Background: an optimization exercise with open tools, aiming at small area and a short achievable clock period. Do not read the settings as production practice.
Only simulation tests tie the RTL to the original design; equivalence was not proved.
Power is estimated from default activity; no workload was simulated.

## axis_Gauss_1x5
module axis_Gauss_1x5 (
  input  logic       s_axis_aclk,
  input  logic       s_axis_arstn,
  input  logic [7:0] s_axis_tdata,
  input  logic       s_axis_tvalid,
  input  logic       s_axis_tlast,
  output logic [7:0] m_axis_tdata,
  output logic       m_axis_tvalid,
  output logic       m_axis_tlast
);
Size in the first run: roughly 330 cells after synthesis, ~81 flip-flops, about 22 I/O pins, roughly 4300 sq um of cells after synthesis.
Settings: LEC_CHECK=0, CAP_MARGIN=20, CORE_MARGIN=2, CORE_UTILIZATION=40, SETUP_SLACK_MARGIN=4.3, SLEW_MARGIN=20, SYNTH_HIERARCHICAL=1, SYNTH_MINIMUM_KEEP_SIZE=0; clock period 8.0 ns.
standard.sh (not shown) runs the stock make flow with config.mk's settings and CLKGATE_MAP_FILE= SYNTH_SCRIPT=/design/flow/synth_recipe.tcl, a recipe that flattens the netlist after the stock synthesis.
==> flow/flow/run.sh <==
#!/bin/bash
# Layout flow: the standard flow, with plain buffers on the ports and a clock
# tree of small buffers without dummy loads.
export BUFFER_PORTS_ARGS="-buffer_cell sky130_fd_sc_hd__buf_2"
export CTS_ARGS="-sink_clustering_enable -repair_clock_nets -dont_use_dummy_load -buf_list \"sky130_fd_sc_hd__clkbuf_4 sky130_fd_sc_hd__clkbuf_8\""
bash standard.sh > standard.log 2>&1
The first run finished with timing, DRC and antenna clean.
Next try:
Settings changed: CORE_UTILIZATION 40 to 50, SETUP_SLACK_MARGIN 4.3 to 4.6.
Critical path depth falls by 1.
Maximum frequency came out higher by 4.2%.
Final cell count fell by 5.8%.
First-iteration DRC count came out lower by about 27%.
Sequential cell count does not change.
Setup slack gains 0.15 ns.
Combinational power went up by about 2.7%.
Clock power falls by about 4%.
Next try:
Settings changed: CORE_UTILIZATION 50 to 40, SETUP_SLACK_MARGIN 4.6 to 4.45.
Register-to-register slack gets worse by 0.07 ns.
Fmax barely changes.
Combinational power shrinks slightly.
Next try:
Settings changed: SETUP_SLACK_MARGIN 4.45 to 4.6.
What happened: The new run went through all stages and came out clean. Clock skew increases by 0.011 ns. Non-clock buffer count increases by 1. Die area does not change.
Next try:
Settings changed: CORE_UTILIZATION 40 to 30.
After rerunning: Cell count goes up by 9.0%. Maximum frequency went down by 0.62%. Hold slack is better by 0.0073 ns. Synthesized cell count is unchanged. Clock skew shrinks by 0.017 ns. Total power went down by 0.37%. Cell area came out higher by 1.2%.

========
axis_Gauss_1x5, a different RTL version from the one above (not shown whole).
Size: roughly 81 flip-flops.
==> flow/config.mk <==
export PLATFORM = sky130hd
export DESIGN_NAME = axis_Gauss_1x5
export DESIGN_NICKNAME = axis_Gauss_1x5
export VERILOG_FILES = /design/flow/design.v
export SDC_FILE = /design/flow/constraint.sdc
export NUM_CORES = 4
export LEC_CHECK = 0
export CAP_MARGIN = 20
export CORE_MARGIN = 2
export CORE_UTILIZATION = 40
export SETUP_SLACK_MARGIN = 4.6
export SLEW_MARGIN = 20
export SYNTH_HIERARCHICAL = 1
export SYNTH_MINIMUM_KEEP_SIZE = 0
==> flow/constraint.sdc <==
create_clock -name core_clock -period 8.0 [get_ports {s_axis_aclk}]
set_input_delay 1.6000 -clock core_clock [delete_from_list [all_inputs] [get_ports {s_axis_aclk}]]
set_output_delay 1.6000 -clock core_clock [all_outputs]
set_load 0.01 [all_outputs]
Scripts as last shown in full above: flow/flow/run.sh
Edit:
--- a/flow/config.mk
+++ b/flow/config.mk
@@ -10,3 +10,3 @@
 export CORE_UTILIZATION = 40
-export SETUP_SLACK_MARGIN = 4.6
+export SETUP_SLACK_MARGIN = 4.7
 export SLEW_MARGIN = 20
Result: Cell count rises by 0.39%. Setup slack got worse by 23 ps. First-iteration DRC count falls by 38%. Total power rises by 2.0%. Synthesized cell count does not change.
Edit:
--- a/flow/config.mk
+++ b/flow/config.mk
@@ -10,3 +10,3 @@
 export CORE_UTILIZATION = 40
-export SETUP_SLACK_MARGIN = 4.7
+export SETUP_SLACK_MARGIN = 4.5
 export SLEW_MARGIN = 20
Result:
- core utilization came out lower by 0.72 points
- combinational power drops by a few percent
- clock-buffer cell count is unchanged
- critical path depth does not change
- wire length went down slightly
- power goes down slightly
- cell area is lower slightly
- maximum frequency came out lower slightly
- setup slack is worse by 56 ps
- non-clock buffer count went down by 1
- clock skew drops by 8.0 ps
Edit:
--- a/flow/config.mk
+++ b/flow/config.mk
@@ -10,3 +10,4 @@
 export CORE_UTILIZATION = 40
-export SETUP_SLACK_MARGIN = 4.5
+export PLACE_DENSITY = 0.45
+export SETUP_SLACK_MARGIN = 4.6
 export SLEW_MARGIN = 20
Final area barely changes.
Critical path depth is unchanged.
Setup slack improves by 93 ps.
Routed wire length grows by 5.7%.

========
axis_Gauss_1x5, a different RTL version from the one above (not shown whole).
Size in the first run: ~360 cells after synthesis, about 80 flip-flops, roughly 22 I/O pins.
==> flow/config.mk <==
export PLATFORM = sky130hd
export DESIGN_NAME = axis_Gauss_1x5
export DESIGN_NICKNAME = axis_Gauss_1x5
export VERILOG_FILES = /design/flow/design.v
export SDC_FILE = /design/flow/constraint.sdc
export NUM_CORES = 4
export LEC_CHECK = 0
export CAP_MARGIN = 20
export CORE_MARGIN = 2
export CORE_UTILIZATION = 40
export SETUP_SLACK_MARGIN = 4.45
export SLEW_MARGIN = 20
export SYNTH_HIERARCHICAL = 1
export SYNTH_MINIMUM_KEEP_SIZE = 0
==> flow/constraint.sdc <==
create_clock -name core_clock -period 8.0 [get_ports {s_axis_aclk}]
set_input_delay 1.6000 -clock core_clock [delete_from_list [all_inputs] [get_ports {s_axis_aclk}]]
set_output_delay 1.6000 -clock core_clock [all_outputs]
set_load 0.01 [all_outputs]
Scripts as last shown in full above: flow/flow/run.sh
The baseline produced a clean layout.
==> next run, changes <==
SETUP_SLACK_MARGIN = 4.6   (was 4.45)
The changed run completed with no timing, DRC or antenna violations. Combinational power went up by a little under a tenth. Cell area came out higher by a few percent. Synthesized area is unchanged. Register-to-register slack improved by 0.05 ns. Sequential cell count stays the same. Via count rises slightly. Count of clock-buffer cells in the layout is unchanged. Die area is unchanged.
==> next run, changes <==
==> flow/flow/run.sh (replaced) <==
#!/bin/bash
# Layout flow: the standard flow, with plain buffers on the ports and a clock
# tree without dummy loads.
export BUFFER_PORTS_ARGS="-buffer_cell sky130_fd_sc_hd__buf_2"
export CTS_ARGS="-repair_clock_nets -dont_use_dummy_load -buf_list sky130_fd_sc_hd__clkbuf_8"
bash standard.sh > standard.log 2>&1
SETUP_SLACK_MARGIN = 4.3   (was 4.6)
Effect: The new run completed with no timing, DRC or antenna violations; wire length went down by 1.5%; sequential power barely changes; cell area went down by 3.3%; maximum frequency went down by 2.7%; clock-buffer cell count stays the same; worst setup slack loses 0.096 ns.
==> next run, changes <==
==> flow/flow/run.sh (replaced) <==
#!/bin/bash
# Layout flow: the standard flow, with plain buffers on the ports and a clock
# tree of small buffers without dummy loads.
export BUFFER_PORTS_ARGS="-buffer_cell sky130_fd_sc_hd__buf_2"
export CTS_ARGS="-sink_clustering_enable -repair_clock_nets -dont_use_dummy_load -buf_list \"sky130_fd_sc_hd__clkbuf_4 sky130_fd_sc_hd__clkbuf_8\""
bash standard.sh > standard.log 2>&1
=> Die area is unchanged; first-iteration DRC count is unchanged; cell count does not change; sequential share of layout area stays the same; worst setup slack does not change; global-route usage stays the same; wire length does not change; via count does not change; maximum frequency does not change; synthesized area is unchanged; utilization does not change.

-- what the ideal ports hide --
No port has a modelled driver above. Below, the same layouts with a new extraction and two added sets of constraints. Step 1: set_driving_cell puts a clkbuf_16 on s_axis_aclk and a buf_2 on each other input, an assumption about the parent block. Step 2 moves the port delays by t, midway between the first and last clock arrival at a register: inputs arrive t later, outputs are due t later. That takes back most of the time a late clock gives input paths. a / b / c = ideal / step 1 / step 2; a / b = the first two.
| run | shift t [ns] | setup WS [ns] | hold slack, ns | worst register clock-pin slew, ns | worst slew at a driven data input, ns |
|---|---|---|---|---|---|
| the first run of note 1 | 0.381 | 4.390 / 4.387 / 4.006 | 0.336 / 0.336 / 0.336 | 0.10 / 0.10 | 0.04 |
| the second run of note 1 | 0.354 | 4.536 / 4.549 / 4.195 | 0.328 / 0.328 / 0.328 | 0.09 / 0.09 | 0.04 |
| the third run of note 1 | 0.378 | 4.543 / 4.513 / 4.196 | 0.336 / 0.336 / 0.336 | 0.10 / 0.10 | 0.04 |
| the fourth run of note 1 | 0.372 | 4.587 / 4.566 / 4.227 | 0.319 / 0.319 / 0.319 | 0.10 / 0.10 | 0.04 |
| the fifth run of note 1 | 0.387 | 4.565 / 4.530 / 4.222 | 0.327 / 0.327 / 0.327 | 0.08 / 0.08 | 0.04 |
| the first run of note 2 | 0.368 | 4.612 / 4.582 / 4.283 | 0.335 / 0.335 / 0.335 | 0.10 / 0.10 | 0.03 |
| the second run of note 2 | 0.365 | 4.589 / 4.554 / 4.233 | 0.335 / 0.335 / 0.335 | 0.09 / 0.09 | 0.06 |
| the third run of note 2 | 0.382 | 4.533 / 4.501 / 4.255 | 0.336 / 0.336 / 0.336 | 0.10 / 0.10 | 0.04 |
| the fourth run of note 2 | 0.368 | 4.626 / 4.593 / 4.278 | 0.327 / 0.327 / 0.327 | 0.09 / 0.09 | 0.03 |
| the first run of note 3 | 0.376 | 4.439 / 4.439 / 4.063 | 0.326 / 0.326 / 0.326 | 0.09 / 0.09 | 0.04 |
| the second run of note 3 | 0.375 | 4.462 / 4.446 / 4.071 | 0.327 / 0.327 / 0.327 | 0.08 / 0.08 | 0.06 |
| the third run of note 3 | 0.383 | 4.366 / 4.380 / 3.997 | 0.325 / 0.325 / 0.325 | 0.10 / 0.10 | 0.03 |
| the fourth run of note 3 | 0.383 | 4.366 / 4.380 / 3.997 | 0.325 / 0.325 / 0.325 | 0.10 / 0.10 | 0.03 |
After both steps every run listed still meets setup and hold. The setup slack of the second run of note 3, which loses most, moves by -0.016 ns with the drivers and by -0.391 ns with both steps.
